From an optimization exercise on the open Yosys and OpenROAD flow, aimed at small area, a short achievable clock period and few clock cycles; shortcuts taken in it are not production practice.
The RTL was checked by simulation tests, not by an equivalence proof against the original design.
Power figures rest on the tool's default switching activity, not on a simulated workload.

==> inputs of job 4334 <==
==> flow/design.v (excerpt) <==
module Top_convolution(
	input clk,
	input rst,
	input start,
	input en,
	input [12:0] addr,
	output [20:0] out,
	output [20:0] max_pl,
	output reg done,
	output reg pat_en,
	output [9:0] pat_addr,
	input [7:0] pat_dout,
	output reg img_en,
	output [17:0] img_addr,
	input [7:0] img_dout,
	output reg pc_en,
	output reg pc_we,
	output [9:0] pc_addr,
	output [10:0] pc_din,
	input [10:0] pc_dout,
	output reg ic_en,
	output reg ic_we,
	output [17:0] ic_addr,
	output [10:0] ic_din,
	input [10:0] ic_dout,
	output pl_en,
	output pl_we,
	output [12:0] pl_addr,
	output [20:0] pl_din,
	input [20:0] pl_dout
    );
	localparam [2:0] S_IDLE = 0, S_FILT = 1, S_DRAIN = 2, S_CORR = 3, S_FIN = 4, S_DONE = 5;
	reg [2:0] state;
	reg [5:0] pc_a;
	reg [11:0] ic_a;
	reg pl_en_r, pl_we_r, pl_res;
	reg [12:0] pl_a;
	reg [8:0] fr_d;                  
	reg signed [20:0] cur_max, abs_max;
	assign pc_addr = {4'b0, pc_a};
	assign ic_addr = {6'b0, ic_a};
	assign pc_din = {fr_d[8], fr_d[8], fr_d};
	assign ic_din = {fr_d[8], fr_d[8], fr_d};
	assign pl_en = done ? en : pl_en_r;
	assign pl_addr = done ? addr : pl_a;
	assign pl_we = pl_we_r;
	assign pl_din = {cur_max[20:9], pl_res ? cur_max[8:0] : fr_d};
	assign out = pl_dout;
	assign max_pl = abs_max;
	reg fph;               
	reg [5:0] fr;          
	reg [2:0] fk;          
	reg [10:0] ra;         
	reg [5:0] fbase;       
	assign pat_addr = ra[9:0];
	assign img_addr = {7'b0, ra};
	wire [5:0] f_hlast = fph ? 6'd43 : 6'd9;
	wire [5:0] f_blast = fph ? 6'd30 : 6'd5;
	wire [5:0] f_wm6 = fph ? 6'd34 : 6'd2;
	reg t1_v, t1_ph, t1_rok;
	reg [2:0] t1_k;
	reg [5:0] t1_base, t1_r;
	reg t2_wr, t2_ph;
	reg [5:0] t2_col, t2_row;
	reg [119:0] T;
	wire [7:0] pix = t1_ph ? img_dout : pat_dout;
	always @(posedge clk)
		T <= {T[111:0], pix};
	wire [8:0] fval;
	Filter lap (
		.up(T[119:112]),
		.left(T[71:64]),
		.center(T[63:56]),
		.right(T[55:48]),
		.down(T[7:0]),
		.out(fval)
	);
	reg [2:0] ci;          
	reg [2:0] cj;          
	reg [4:0] cx;          
	reg [5:0] cy;          
	reg gpass, flush;
	reg [1:0] pkind;       
	reg [5:0] cprev, yprev;
	wire [5:0] ccur = {1'b0, cx} + {3'b0, cj};
	wire [5:0] tailrow = yprev + 6'd8 + {3'b0, ci};
	wire ctail = ~ci[2];
  ...
==> flow/config.mk <==
export PLATFORM = sky130hd
export DESIGN_NAME = Top_convolution
export DESIGN_NICKNAME = Top_convolution
export VERILOG_FILES = /design/flow/design.v
export SDC_FILE = /design/flow/constraint.sdc
export NUM_CORES = 4
export LEC_CHECK = 0
export CAP_MARGIN = 20
export CORE_MARGIN = 2
export CORE_UTILIZATION = 40
export SLEW_MARGIN = 20
==> flow/constraint.sdc <==
create_clock -name core_clock -period 11.0 [get_ports {clk}]
set_input_delay 2.2000 -clock core_clock [delete_from_list [all_inputs] [get_ports {clk}]]
set_output_delay 2.2000 -clock core_clock [all_outputs]
set_load 0.01 [all_outputs]
standard.sh (not shown) runs the stock make flow with config.mk's settings and CLKGATE_MAP_FILE= SYNTH_SCRIPT=/design/flow/synth_recipe.tcl, a recipe that flattens the netlist after the stock synthesis.
==> flow/flow/run.sh <==
#!/bin/bash
# The standard layout (standard.sh), with the port buffers made from
# buf_2 cells instead of the buffer cell buffer_ports picks by default.
export BUFFER_PORTS_ARGS="-buffer_cell sky130_fd_sc_hd__buf_2"
bash standard.sh > standard.log 2>&1
==> job 7855 (differences from job 4334) <==
==> flow/flow/run.sh (replaced) <==
#!/bin/bash
# The standard layout (standard.sh), with the port buffers made from
# buf_2 cells, and clock tree synthesis without dummy loads.
export BUFFER_PORTS_ARGS="-buffer_cell sky130_fd_sc_hd__buf_2"
export CTS_ARGS="-sink_clustering_enable -repair_clock_nets -dont_use_dummy_load -sink_clustering_size 30 -buf_list sky130_fd_sc_hd__clkbuf_8"
bash standard.sh > standard.log 2>&1
--- a/flow/config.mk
+++ b/flow/config.mk
@@ -8,4 +8,6 @@
 export CAP_MARGIN = 20
 export CORE_MARGIN = 2
-export CORE_UTILIZATION = 40
+export CORE_UTILIZATION = 60
+export CTS_BUF_LIST = sky130_fd_sc_hd__clkbuf_8
+export CTS_CLUSTER_SIZE = 30
 export SLEW_MARGIN = 20
==> job 4776 (differences from job 4334) <==
--- a/flow/config.mk
+++ b/flow/config.mk
@@ -8,4 +8,6 @@
 export CAP_MARGIN = 20
 export CORE_MARGIN = 2
-export CORE_UTILIZATION = 40
+export CORE_UTILIZATION = 60
+export CTS_BUF_LIST = sky130_fd_sc_hd__clkbuf_8
+export CTS_CLUSTER_SIZE = 30
 export SLEW_MARGIN = 20
==> qor summary <==
Sw Pwr: job 7855 2960 uW; job 4776 3120 uW; job 4334 3180 uW
Ratio of final minimum period to clock period: job 7855 0.445; job 4776 0.445; job 4334 0.443
DIE WIDTH: job 7855 254 um; job 4776 254 um; job 4334 310 um
Met1 track demand over resource: job 7855 0.388; job 4776 0.389; job 4334 0.263
Multi-input gate share of total cell area: job 7855 0.517; job 4776 0.506; job 4334 0.496
Nets: job 7855 4,350; job 4776 4,350; job 4334 4,323
Pin count of the biggest net entering global routing: job 7855 81; job 4776 81; job 4334 80
Seq area share: job 7855 0.350; job 4776 0.343; job 4334 0.336
Fillcell total: job 7855 4,936; job 4776 4,857; job 4334 8,834
Number of well taps: job 7855 837; job 4776 837; job 4334 1,254
Met3 Usage GRT: job 7855 0.0538; job 4776 0.0541; job 4334 0.0383
Buffering overhead: job 7855 0.0269; job 4776 0.0263; job 4334 0.0267
Total length of routed met3 wires: job 7855 5390 um; job 4776 5590 um; job 4334 5430 um
Area growth syn-to-layout: job 7855 7.23%; job 4776 9.58%; job 4334 11.8%
Setup ws final: job 7855 6100 ps; job 4776 6100 ps; job 4334 6120 ps
Vias in the first global route: job 7855 25,900; job 4776 26,100; job 4334 25,100
Post-route met1 wirelength: job 7855 38,400 um; job 4776 38,400 um; job 4334 40,300 um
Power Dens Cells: job 7855 207 nW/um^2; job 4776 217 nW/um^2; job 4334 219 nW/um^2
Effective utilization at floorplan: job 7855 0.607; job 4776 0.607; job 4334 0.403
Total leakage power: job 7855 0.0187 uW; job 4776 0.0193 uW; job 4334 0.0192 uW
Number of ordinary and repair buffers in the finished layout: job 7855 208; job 4776 208; job 4334 212
Area taken by multi-input logic gates: job 7855 20,800 sq um; job 4776 20,800 sq um; job 4334 20,800 sq um
Site row count: job 7855 91; job 4776 91; job 4334 112
Run status: job 7855 finished clean; job 4776 finished clean; job 4334 finished clean
Placed wire-length estimate after detailed placement: job 7855 66,100 um; job 4776 66,100 um; job 4334 67,500 um
Switching Fraction: job 7855 0.356; job 4776 0.350; job 4334 0.347
Testbench counts of job 4334, summed over its fixed seeds: cycles 298,584.
Testbench counts of job 7855, summed over its fixed seeds: cycles 298,584.
Testbench counts of job 4776, summed over its fixed seeds: cycles 298,584.

========
==> branch xenon <==
Another version of the RTL of Top_convolution (not shown whole).
==> flow/config.mk <==
export PLATFORM = sky130hd
export DESIGN_NAME = Top_convolution
export DESIGN_NICKNAME = Top_convolution
export VERILOG_FILES = /design/flow/design.v
export SDC_FILE = /design/flow/constraint.sdc
export NUM_CORES = 4
export LEC_CHECK = 0
export CAP_MARGIN = 20
export CORE_MARGIN = 2
export CORE_UTILIZATION = 72
export SLEW_MARGIN = 20
export SYNTH_HIERARCHICAL = 1
export SYNTH_MINIMUM_KEEP_SIZE = 0
==> flow/constraint.sdc <==
create_clock -name core_clock -period 11.0 [get_ports {clk}]
set_input_delay 2.2000 -clock core_clock [delete_from_list [all_inputs] [get_ports {clk}]]
set_output_delay 2.2000 -clock core_clock [all_outputs]
set_load 0.01 [all_outputs]
==> flow/flow/run.sh <==
#!/bin/bash
# The standard layout (standard.sh), with the port buffers made from
# buf_2 cells, and clock tree synthesis without dummy loads.
export BUFFER_PORTS_ARGS="-buffer_cell sky130_fd_sc_hd__buf_2"
export CTS_ARGS="-sink_clustering_enable -repair_clock_nets -dont_use_dummy_load -sink_clustering_size 30 -buf_list sky130_fd_sc_hd__clkbuf_8"
bash standard.sh > standard.log 2>&1
==> branch maple (differences from branch xenon) <==
--- a/flow/design.v
+++ b/flow/design.v
@@ -381,20 +381,22 @@
 	reg [2:0] fk;          
 	reg [10:0] ra;         
 	assign pat_addr = ra[9:0];
 	assign img_addr = {7'b0, ra};
 	assign pat_en = fact & ~fph;
 	assign img_en = fact & fph;
 	wire f_lastc = fph ? (fc == 6'd36) : (fc == 6'd7);
 	wire f_lastm = fph ? (fm == 4'd10) : (fm == 4'd1);
+	wire [10:0] ra_inc = (fk != 3'd5) ? (fph ? 11'd40 : 11'd8) :
+	                     !f_lastc ? (fph ? 11'd1849 : 11'd2009) : (fph ? 11'd1972 : 11'd2033);
 	wire f_plw = fph && (fc >= 6'd2) && (fk != 3'd0) && (fk != 3'd5) && (fm != 4'd0 || fk != 3'd1);
 	wire ci_free;          
 	reg pend;              
-	wire f_over = fph && (fm >= 4'd3);           
+	wire f_over = (state != S_PRE);              
 	wire f_go = fact && (!f_over || (state == S_CORR && (!f_plw || (ci_free && !pend))));
 	reg t1_v, t1_ph, t1_out, t1_xr;
 	reg [2:0] t1_k;
 	reg [3:0] t1_m;
 	reg [5:0] t1_col;
 	reg t2_out, t2_ph, t2_pw, t2_pwx, t2_icw;
 	reg [5:0] t2_col, t2_row;
 	reg [3:0] t2_m;
@@ -414,23 +416,23 @@
 	);
 	reg [8:0] fprev;       
 	reg [2:0] ci;          
 	reg [2:0] cj;          
 	reg [4:0] cx;          
 	reg [5:0] cy;          
 	reg gpass, flush;
 	reg [1:0] pkind;       
-	wire [5:0] ccur = {1'b0, cx} + {3'b0, cj};
-	wire [5:0] cprev = (cj != 3'd0) ? ccur - 6'd1 : (cx != 5'd0) ? {1'b0, cx} + 6'd4 : 6'd34;
-	wire [5:0] yprev = (cj == 3'd0 && cx == 5'd0 && !flush) ? cy - 6'd5 : cy;
+	wire c_newstrip = (cj == 3'd0 && cx == 5'd0 && !flush);
+	wire [2:0] c_coff = (ci != 3'd1) ? cj : (cj != 3'd0) ? cj - 3'd1 : 3'd4;
+	wire [5:0] c_col = (ci == 3'd1 && cj == 3'd0 && cx == 5'd0) ? 6'd34 : {1'b0, cx} + {3'b0, c_coff};
 	wire corr_issue = (state == S_CORR);
 	wire c_rd = corr_issue && (gpass || ci[0] == 1'b0 || ci == 3'd1 || ci == 3'd7);
-	wire [5:0] c_row = (ci == 3'd7) ? cy + 6'd8 : (ci == 3'd1) ? yprev + 6'd10 : cy + {3'b0, ci};
-	wire [5:0] c_col = (ci == 3'd1) ? cprev : ccur;
+	wire [3:0] c_roff = (ci == 3'd7) ? 4'd9 : (ci == 3'd1) ? (c_newstrip ? 4'd6 : 4'd11) : {1'b0, ci} + 4'd1;
+	wire [5:0] c_row = cy + {2'b0, c_roff};
 	assign ci_free = !gpass && (ci == 3'd1 || ci == 3'd3);
 	reg [2:0] c1_i, c2_i;
 	reg c1_g, c2_g;
 	reg [4:1] c3_sel;                   
 	reg [4:0] c1_l, c2_l, c3_l, c3_r;   
 	reg [1:0] c1_k, c2_k, c3_k;
 	reg [5:0] blk;
 	wire pl_wr_now = pend && !t2_pw && !c_rd;
@@ -444,40 +446,38 @@
 			ci <= 0; cj <= 0; cx <= 0; cy <= 0; gpass <= 0; flush <= 0; pkind <= 0;
 			dcnt <= 0;
 		end else begin
 			if (state == S_IDLE && start) begin
 				fact <= 1;
 				fph <= 0; fm <= 0; fc <= 0; fk <= 0; ra <= 0;
 			end else if (f_go) begin
 				fk <= (fk == 3'd5) ? 3'd0 : fk + 3'd1;
-				if (fk != 3'd5)
-					ra <= ra + (fph ? 11'd40 : 11'd8);
-				else if (!f_lastc) begin
+				if (fk != 3'd5 || !f_lastc || !f_lastm)
+					ra <= ra + ra_inc;
+				if (fk == 3'd5 && !f_lastc)
 					fc <= fc + 6'd1;
-					ra <= ra - (fph ? 11'd199 : 11'd39);
-				end else begin
+				else if (fk == 3'd5) begin
 					fc <= 0;
 					if (!f_lastm) begin
 						fm <= fm + 4'd1;
-						ra <= ra - (fph ? 11'd76 : 11'd15);
 					end else begin
 						fm <= 0;
 						ra <= 0;
 						if (!fph)
 							fph <= 1;
 						else begin
 							fact <= 0;
 						end
 					end
 				end
 			end
 			case (state)
 			S_IDLE: if (start) state <= S_PRE;
-			S_PRE: if (f_go && fph && fm == 4'd2 && fk == 3'd5 && f_lastc) begin
+			S_PRE: if (f_go && fph && fm == 4'd2 && fk == 3'd5 && fc == 6'd6) begin
 				state <= S_WAIT;
 				dcnt <= 0;
 			end
 			S_WAIT: begin
 				dcnt <= dcnt + 3'd1;
 				if (dcnt == 3'd3) begin
 					state <= S_CORR;
 					ci <= 0; cj <= 0; cx <= 0; cy <= 0;
@@ -573,19 +573,19 @@
 			pc_a <= {t2_col[2:0], t2_row[2:0]};
 		else
 			pc_a <= gpass ? {2'b0, (cj != 3'd0 || ci != 3'd0), 3'b0} : {cj, ci};
 		if (t2_icw)
 			ic_a <= {t2_col, t2_m};
 		else
 			ic_a <= {fc - 6'd2, fm - 4'd1};
 		if (t2_pw)
-			pl_a <= {1'b1, t2_col, t2_row - 6'd1};
+			pl_a <= {1'b1, t2_col, t2_row};
 		else if (c_rd)
-			pl_a <= gpass ? {6'b100000, (cj != 3'd0 || ci != 3'd0), 6'b0} : {1'b1, c_col, c_row};
+			pl_a <= gpass ? {6'b100000, (cj != 3'd0 || ci != 3'd0), 6'b1} : {1'b1, c_col, c_row};
 		else
 			pl_a <= {7'b0, blk};
 	end
 	reg [17:0] pq;                   
 	reg [8:0] hb;                    
 	reg [8:0] curv, tailv;           
 	reg [8:0] pcr;
 	reg [8:0] pch1, pch2, pch3, pch4;
==> flow/flow/run.sh (replaced) <==
#!/bin/bash
# The standard layout (standard.sh), with the port buffers made from
# buf_2 cells, and clock tree synthesis without dummy loads.
export BUFFER_PORTS_ARGS="-buffer_cell sky130_fd_sc_hd__buf_2"
export CTS_ARGS="-sink_clustering_enable -repair_clock_nets -dont_use_dummy_load -sink_clustering_size 20 -sink_clustering_max_diameter 100 -buf_list sky130_fd_sc_hd__clkbuf_16"
bash standard.sh > standard.log 2>&1
- CORE_UTILIZATION: 72 -> 60
- CTS_BUF_LIST: default -> sky130_fd_sc_hd__clkbuf_8
- CTS_CLUSTER_SIZE: default -> 30
==> branch onyx (differences from branch xenon) <==
--- a/flow/design.v
+++ b/flow/design.v
@@ -381,16 +381,18 @@
 	reg [2:0] fk;          
 	reg [10:0] ra;         
 	assign pat_addr = ra[9:0];
 	assign img_addr = {7'b0, ra};
 	assign pat_en = fact & ~fph;
 	assign img_en = fact & fph;
 	wire f_lastc = fph ? (fc == 6'd36) : (fc == 6'd7);
 	wire f_lastm = fph ? (fm == 4'd10) : (fm == 4'd1);
+	wire [10:0] ra_inc = (fk != 3'd5) ? (fph ? 11'd40 : 11'd8) :
+	                     !f_lastc ? (fph ? 11'd1849 : 11'd2009) : (fph ? 11'd1972 : 11'd2033);
 	wire f_plw = fph && (fc >= 6'd2) && (fk != 3'd0) && (fk != 3'd5) && (fm != 4'd0 || fk != 3'd1);
 	wire ci_free;          
 	reg pend;              
 	wire f_over = fph && (fm >= 4'd3);           
 	wire f_go = fact && (!f_over || (state == S_CORR && (!f_plw || (ci_free && !pend))));
 	reg t1_v, t1_ph, t1_out, t1_xr;
 	reg [2:0] t1_k;
 	reg [3:0] t1_m;
@@ -414,23 +416,23 @@
 	);
 	reg [8:0] fprev;       
 	reg [2:0] ci;          
 	reg [2:0] cj;          
 	reg [4:0] cx;          
 	reg [5:0] cy;          
 	reg gpass, flush;
 	reg [1:0] pkind;       
-	wire [5:0] ccur = {1'b0, cx} + {3'b0, cj};
-	wire [5:0] cprev = (cj != 3'd0) ? ccur - 6'd1 : (cx != 5'd0) ? {1'b0, cx} + 6'd4 : 6'd34;
-	wire [5:0] yprev = (cj == 3'd0 && cx == 5'd0 && !flush) ? cy - 6'd5 : cy;
+	wire c_newstrip = (cj == 3'd0 && cx == 5'd0 && !flush);
+	wire [2:0] c_coff = (ci != 3'd1) ? cj : (cj != 3'd0) ? cj - 3'd1 : 3'd4;
+	wire [5:0] c_col = (ci == 3'd1 && cj == 3'd0 && cx == 5'd0) ? 6'd34 : {1'b0, cx} + {3'b0, c_coff};
 	wire corr_issue = (state == S_CORR);
 	wire c_rd = corr_issue && (gpass || ci[0] == 1'b0 || ci == 3'd1 || ci == 3'd7);
-	wire [5:0] c_row = (ci == 3'd7) ? cy + 6'd8 : (ci == 3'd1) ? yprev + 6'd10 : cy + {3'b0, ci};
-	wire [5:0] c_col = (ci == 3'd1) ? cprev : ccur;
+	wire [3:0] c_roff = (ci == 3'd7) ? 4'd9 : (ci == 3'd1) ? (c_newstrip ? 4'd6 : 4'd11) : {1'b0, ci} + 4'd1;
+	wire [5:0] c_row = cy + {2'b0, c_roff};
 	assign ci_free = !gpass && (ci == 3'd1 || ci == 3'd3);
 	reg [2:0] c1_i, c2_i;
 	reg c1_g, c2_g;
 	reg [4:1] c3_sel;                   
 	reg [4:0] c1_l, c2_l, c3_l, c3_r;   
 	reg [1:0] c1_k, c2_k, c3_k;
 	reg [5:0] blk;
 	wire pl_wr_now = pend && !t2_pw && !c_rd;
@@ -444,26 +446,24 @@
 			ci <= 0; cj <= 0; cx <= 0; cy <= 0; gpass <= 0; flush <= 0; pkind <= 0;
 			dcnt <= 0;
 		end else begin
 			if (state == S_IDLE && start) begin
 				fact <= 1;
 				fph <= 0; fm <= 0; fc <= 0; fk <= 0; ra <= 0;
 			end else if (f_go) begin
 				fk <= (fk == 3'd5) ? 3'd0 : fk + 3'd1;
-				if (fk != 3'd5)
-					ra <= ra + (fph ? 11'd40 : 11'd8);
-				else if (!f_lastc) begin
+				if (fk != 3'd5 || !f_lastc || !f_lastm)
+					ra <= ra + ra_inc;
+				if (fk == 3'd5 && !f_lastc)
 					fc <= fc + 6'd1;
-					ra <= ra - (fph ? 11'd199 : 11'd39);
-				end else begin
+				else if (fk == 3'd5) begin
 					fc <= 0;
 					if (!f_lastm) begin
 						fm <= fm + 4'd1;
-						ra <= ra - (fph ? 11'd76 : 11'd15);
 					end else begin
 						fm <= 0;
 						ra <= 0;
 						if (!fph)
 							fph <= 1;
 						else begin
 							fact <= 0;
 						end
@@ -573,19 +573,19 @@
 			pc_a <= {t2_col[2:0], t2_row[2:0]};
 		else
 			pc_a <= gpass ? {2'b0, (cj != 3'd0 || ci != 3'd0), 3'b0} : {cj, ci};
 		if (t2_icw)
 			ic_a <= {t2_col, t2_m};
 		else
 			ic_a <= {fc - 6'd2, fm - 4'd1};
 		if (t2_pw)
-			pl_a <= {1'b1, t2_col, t2_row - 6'd1};
+			pl_a <= {1'b1, t2_col, t2_row};
 		else if (c_rd)
-			pl_a <= gpass ? {6'b100000, (cj != 3'd0 || ci != 3'd0), 6'b0} : {1'b1, c_col, c_row};
+			pl_a <= gpass ? {6'b100000, (cj != 3'd0 || ci != 3'd0), 6'b1} : {1'b1, c_col, c_row};
 		else
 			pl_a <= {7'b0, blk};
 	end
 	reg [17:0] pq;                   
 	reg [8:0] hb;                    
 	reg [8:0] curv, tailv;           
 	reg [8:0] pcr;
 	reg [8:0] pch1, pch2, pch3, pch4;
- CORE_UTILIZATION: 72 -> 60
- CTS_BUF_LIST: default -> sky130_fd_sc_hd__clkbuf_8
- CTS_CLUSTER_SIZE: default -> 30
==> notes.md <==
- Branch xenon produced a clean layout. Branch onyx completed with no timing, DRC or antenna violations. Branch maple finished with timing, DRC and antenna clean.
- Via count: branch maple < branch onyx < branch xenon.
- Core utilization: branch xenon is higher than branch onyx (12 points).
- In sequential power, branch maple and branch xenon hardly differ.
- Against branch onyx, the first-iteration DRC count of branch maple is lower by about 8%.
- The highest sequential share of layout area belongs to branch maple, the lowest to branch xenon.
- Global-route usage, lowest first: branch maple, branch onyx, branch xenon.
- Combinational power is about the same in branch xenon and branch onyx.
- Critical path depth is the same in branch maple and branch onyx.
- Cell count, highest first: branch xenon, branch onyx, branch maple.
==> figures <==
quantity	branch xenon	branch onyx	branch maple
DR vias	27,110	24,520	24,090
Hold slack final	0.3221 ns	0.3237 ns	0.3268 ns
Final worst slack	6.080 ns	6.102 ns	6.099 ns
Finished Layout Cells	4,449	4,368	4,291
Total CTS buffers	111	116	41
Total non-filler cell area in the finished layout	0.04257 mm^2	0.04168 mm^2	0.04103 mm^2
Post-Synth XOR/XNOR Area	0.01597	0.01621	0.01692
P_seq	3490 uW	3460 uW	3460 uW
Slew Limit Headroom	0.2794	0.2775	0.3503
Final HPWL from detailed placement	72,510 um	70,290 um	69,560 um
Multi-input combinational cell area	0.02322 mm^2	0.02213 mm^2	0.02205 mm^2
Clock network power	1790 uW	1850 uW	1470 uW
Terminating pin of the worst hold path	t2_col[4]	t2_col[2]	c2_k[1]
Sw frac	0.3348	0.3326	0.3317
Fraction of met1 tracks used by global routing	0.4772	0.4014	0.4035
Data arrival, critical path	2.72 ns	2.70 ns	2.70 ns
Level count of the clock H-tree	3	3	2
Start point of the critical path	en	addr[0]	addr[3]
Outcome	finished clean	finished clean	finished clean
Testbench counts of branch xenon, summed over its fixed seeds: cycles 261,792.
Testbench counts of branch maple, summed over its fixed seeds: cycles 257,472.
Testbench counts of branch onyx, summed over its fixed seeds: cycles 261,792.

==> port drivers added, routing unchanged <==
The results above use ideal ports. As a check the final layouts listed here were re-extracted and re-timed, cells and wires unchanged. Step 1 (the two cells are an assumption about what drives the block):
set clk [get_ports {clk}]
set_driving_cell -lib_cell sky130_fd_sc_hd__clkbuf_16 $clk
set_driving_cell -lib_cell sky130_fd_sc_hd__buf_2 [delete_from_list [all_inputs] $clk]
Step 2 times the ports against the registers' clock, not the clock port: input delays grow and output delays shrink by t, the midpoint of the rising clock arrivals with the driver on. a / b / c = ideal / step 1 / step 2; a / b = the first two.
| run | shift t [ns] | setup slack, ns | pins driven straight from the clock port |
|---|---|---|---|
| job 4334 | 0.708 | 6.122 / 6.099 / 6.099 | 1 |
| job 7855 | 0.727 | 6.102 / 6.082 / 6.082 | 1 |
| job 4776 | 0.766 | 6.104 / 6.084 / 6.084 | 1 |
| branch xenon | 0.739 | 6.080 / 6.057 / 6.057 | 1 |
| branch maple | 0.625 | 6.099 / 6.076 / 6.076 | 1 |
| branch onyx | 0.751 | 6.102 / 6.080 / 6.080 | 1 |
After both steps every run listed still meets setup and hold.
